Context: an optimization exercise on an open-source flow, tuned for small area, a short achievable clock period and few clock cycles per item. The choices shown serve that exercise and are no tape-out recipe. The RTL was checked by simulation tests, not by an equivalence proof against the original design.

**flow/run.sh**
```bash
#!/bin/bash
# synth_recipe.tcl (not shown) runs the flow's synth.tcl, then flattens the netlist and writes it again
# the make line also repeats each setting of config.mk as NAME=value (left out here)
make -C /OpenROAD-flow-scripts/flow DESIGN_CONFIG=/design/flow/config.mk WORK_HOME=/design/flow/orfs CLKGATE_MAP_FILE= SYNTH_SCRIPT=/design/flow/synth_recipe.tcl finish
```
**flow/config.mk**
```make
export PLATFORM = sky130hd
export DESIGN_NAME = geofence
export DESIGN_NICKNAME = geofence
export VERILOG_FILES = /design/flow/design.v
export SDC_FILE = /design/flow/constraint.sdc
export NUM_CORES = 4
export LEC_CHECK = 0
export CAP_MARGIN = 20
export CORE_MARGIN = 2
export CORE_UTILIZATION = 40
export SLEW_MARGIN = 20
```
**flow/constraint.sdc**
```tcl
create_clock -name core_clock -period 11.0 [get_ports {clk}]
set_input_delay 2.2000 -clock core_clock [delete_from_list [all_inputs] [get_ports {clk}]]
set_output_delay 2.2000 -clock core_clock [all_outputs]
set_load 0.01 [all_outputs]
```
**flow/design.v**
```verilog
module geofence ( clk,reset,X,Y,valid,is_inside);
    input clk;
    input reset;
    input [9:0] X;
    input [9:0] Y;
    output reg valid;
    output reg is_inside;
    reg [3:0] cnt;           
    reg [9:0] ox, oy;        
    reg signed [10:0] wx, wy;    
    reg signed [10:0] rx, ry;    
    reg signed [10:0] lx, ly;    
    reg full;
    wire signed [21:0] cr = rx * wy - ry * wx;
    wire signed [21:0] cl = lx * wy - ly * wx;
    wire cr_neg = cr[21];
    wire cl_neg = cl[21];
    wire cr_zero = (cr == 22'sd0);
    wire cl_zero = (cl == 22'sd0);
    wire cr_pos = !cr_neg && !cr_zero;
    wire cl_pos = !cl_neg && !cl_zero;
    wire w_zero = (wx == 11'sd0) && (wy == 11'sd0);
    wire w_opp = (wx[10] != rx[10]) || (wy[10] != ry[10]);
    wire first = (cnt == 4'd2);
    wire step = (cnt >= 4'd3) && (cnt <= 4'd7);
    wire set_l = cl_pos && cr_pos;
    wire set_r = !cl_pos && cr_neg && cl_neg;
    wire to_full = w_zero
                 || (cl_pos && !cr_pos)
                 || (cr_neg && !cl_neg)
                 || (cr_zero && cl_zero && w_opp);
    always @(posedge clk or posedge reset) begin
        if (reset) begin
            cnt <= 4'd0;
            valid <= 1'b0;
        end else begin
            cnt <= (cnt == 4'd8) ? 4'd0 : cnt + 4'd1;
            valid <= (cnt == 4'd7);
        end
    end
    always @(posedge clk) begin
        if (cnt == 4'd0) begin
            ox <= X;
            oy <= Y;
        end
        wx <= $signed({1'b0, X}) - $signed({1'b0, ox});
        wy <= $signed({1'b0, Y}) - $signed({1'b0, oy});
        if (first) begin
            rx <= wx; ry <= wy;
            lx <= wx; ly <= wy;
            full <= w_zero;
        end else if (step) begin
            if (set_l) begin
                lx <= wx; ly <= wy;
            end
            if (set_r) begin
                rx <= wx; ry <= wy;
            end
            full <= full || to_full;
        end
        is_inside <= full || to_full;
    end
endmodule
```
==> metrics.yaml <==
drive_above_1_share_pct: 1.749
vias_per_cell: 4.889
tns_ns: 0
antenna_found_initial: 0
cp.required_ns: 10.97
die_w_um: 246.2
tightest_slew_ns: 1.139
seq_area_frac_synth_pct: 10.82
dieArea_mm2: 0.06060
synthTopCellsByArea: "fa_1 (45%), inv_1 (11%), ha_1 (10%), edfxtp_1 (8.3%), and2_1 (7.8%)"
fmax_mhz: 116.8
finalMaxSlewViolations: 0
r2r_setup_slack_ns: 2.44
finalCritPeriodShare_pct: 77.81
grtUsageTotal_pct: 19.05
cts_buffer_depth: 2
port_buffers: 23
maxCapViolCount: 0
status: "no timing/DRC/antenna violations"
routedWlPerCell_um: 17.01
cts_root_buf: "clkbuf_16"
syn_area_per_cell_um2: 9.623
area_delta_synth_final_pct: 5.371
netlist_instances: 2438
slew_headroom_pct: 23.96
worstSetupStartpointType: "register"
n_fill_cell: 5587
finalCriticalPeriod_ns: 8.560
start_util_pct: 40.58
fp-row-count: 88
post_cts_resized: 0
ys.flop_type: "edfxtp_1"
synth_nets: 3179
gp_congestion: 0.8887
holdCritPathClass: "reg2reg"
grt_pass1_wl_mm: 90.58
ant_nets: 0
core_mm2: 0.05781
netlist.area_leader.share_pct: 45.40
drt_iter0_markers: 851
vias: 15480
ys_ff_latch: 93
grt_pass1_vias: 17260
worst_setup_path_end_kind: "register"
fin_area_mm2: 0.02472
cts.sinks: 93
io_pins: 24
synth_top_cell_by_area: "fa_1"
finalNetCount: 3138
whs_ns: 0.4889
cts-htree-levels: 3
critPathArrivalTime_ns: 8.53
die_y_um: 246.2
wl_mm: 53.87
rsz0062_at_grt: "no"
clk_pin_slew_ns: 0.07
setup_violations: 0
async_flop_share_pct: 5.376
grt_overflow: 0
ys_warn_count: 1
grt_max_degree: 29
tritoncts: "done"
worst-path-max-fanout: 25
drt_first_pass_iters: 6
dp_hpwl_mm: 43.50
remaining_drc_errors: 0
antenna_cells: 0
criticalPathCategory: "reg2reg"
numCtsBuffers: 9
hold_buffers: 0
synth_edf_count: 65
insertion_delay_ns: 0.35
cts_setup_buffers: 0
hold_violations: 0
synth.distinct_cells: 65
dpl_cell_area_mm2: 0.02442
skew_ns: 0.01031
syn_area_mm2: 0.02346
## cells by family after synthesis
| kind of cell | after synthesis | synth area share, % |
|---|---|---|
| flip-flops | 93 | 10.82 |
| AO/OA/AOI/OAI | 148 | 4.283 |
| XOR/XNOR | 67 | 2.560 |
| multiplexers | 5 | 0.2187 |
| AND/OR/NAND/NOR | 628 | 14.25 |
| buffers and inverters | 778 | 12.51 |
| adder cells (fa/ha/maj) | 719 | 55.37 |
## metrics by stage
stage | utilization (%) | instances | setup WS (ns)
2_1_floorplan | - | 2438 | 2.902
3_3_place_gp | 42.24 | 3150 | 2.495
3_5_place_dp | 42.24 | 3150 | 2.286
4_1_cts | 42.72 | 3166 | 2.262
5_1_grt | 42.76 | 3167 | 1.945
6_report | 42.76 | 3167 | 2.440
## critical path, stage by stage (launching register included)
cell and delay (ns):
dfxtp_1 1.00, nand2_1 0.24, inv_1 0.19, fa_1 0.59
fa_1 0.53, fa_1 0.52, inv_1 0.06, fa_1 0.56
fa_1 0.43, fa_1 0.49, inv_1 0.05, fa_1 0.48
inv_1 0.04, ha_1 0.38, a21oi_1 0.28, nand2_1 0.12
or3_1 0.33, o2111ai_1 0.29, a31oi_1 0.13, or2_0 0.29
xnor2_1 0.20, o21ai_0 0.19, and2_1 0.79
## path summary, 6_finish.rpt
check | from | endpoint | cells past startpoint
setup / recovery | wx[0] | ry[4] | 22
hold reg to reg | cnt[0] | cnt[0] | 1
setup reg to reg | wx[0] | ry[4] | 22
hold / removal | cnt[0] | cnt[0] | 1
min in group asynchronous | reset | cnt[0] | 2
max in group asynchronous | reset | cnt[1] | 2
## Yosys cell counts (10+ instances only)
library cell  number
ha_1             187
nand2b_1          26
fa_1             532
nor2_1            51
a21o_1            10
xnor2_1           53
xor2_1            13
inv_1            684
nand2_1          186
clkbuf_1          87
a21oi_1           31
dfxtp_1           23
and2_1           291
edfxtp_1          65
nor2b_1           26
o21ai_0           31
## routing by layer
metal  share of wire (%)  track usage (%)  up-vias  wire length [um]
li1                    -                -     7031                 -
met3                 5.2            2.298       78              2780
met4                 2.5            4.563        0              1324
met5                   0                0        -                 0
met1                  43            25.87     7987             23340
met2                  49            32.44      386             26430
## placed cells by master (no fill, tap or decap), types with 4 or more instances in the layout
| cell | n |
|---|---|
| a21oi_1 | 31 |
| o21bai_1 | 4 |
| and2_1 | 291 |
| buf_4 | 17 |
| nor2_1 | 50 |
| dfxtp_1 | 23 |
| dfrtp_1 | 5 |
| a211o_1 | 4 |
| nor3_1 | 9 |
| a211oi_1 | 5 |
| a31oi_1 | 6 |
| o21ai_0 | 31 |
| nand2b_1 | 26 |
| nand4_1 | 7 |
| o21a_1 | 9 |
| nor4_1 | 6 |
| o31ai_1 | 4 |
| o2111ai_1 | 4 |
| a21boi_0 | 6 |
| clkbuf_16 | 9 |
| xnor2_1 | 53 |
| mux2i_1 | 4 |
| ha_1 | 187 |
| o22ai_1 | 5 |
| inv_1 | 684 |
| nand3_1 | 9 |
| edfxtp_1 | 65 |
| fa_1 | 532 |
| clkdlybuf4s50_1 | 23 |
| o211ai_1 | 5 |
| nor2b_1 | 26 |
| nand2_1 | 186 |
| xor2_1 | 13 |
| a21o_1 | 10 |
## sequential cells by signal, summed over array words and instances, names as in the netlist
name / cells
cnt: 4
full: 1
is_inside: 1
lx: 11
ly: 11
ox: 10
oy: 10
rx: 11
ry: 11
valid: 1
wx: 11
wy: 11
## layout make-up
type / count / area, um^2 / area share (%)
multi-input combinational: 1567 / 18010 / 72.85
inverter: 685 / 2571 / 10.40
sequential: 93 / 2537 / 10.26
tap: 765 / 957.2 / 3.872
timing repair buffer: 41 / 372.9 / 1.508
clock buffer: 9 / 225.2 / 0.9111
clock inverter: 7 / 48.80 / 0.1974
Testbench counts, summed over its fixed seeds: cycles 21,600, items 2,400.

==> static timing again, ports no longer ideal <==
The flow's constraints put no driver on any port. The routed layout listed below was extracted and timed again, unchanged, in two steps.
Step 1: set_driving_cell puts a clkbuf_16 on clk and a buf_2 on each other input, an assumption about the parent block.
Step 2, shift: input delay + t, output delay - t, t = (earliest + latest rising clock arrival at the registers) / 2. This alone moves slack from input paths to output paths.
a / b / c = ideal / step 1 / step 2; a / b = the first two.
t, ns: 0.380
setup WS [ns]: 2.440 / 2.440 / 2.440
latest minus earliest clock arrival (ns): 0.011 / 0.010
worst data-port slew with drivers (ns): 0.04
cell pins on the clock port's net: 1
After both steps this run still meets setup and hold. For this run, drivers alone change the setup slack by 0.000 ns; drivers and shift together by 0.000 ns.
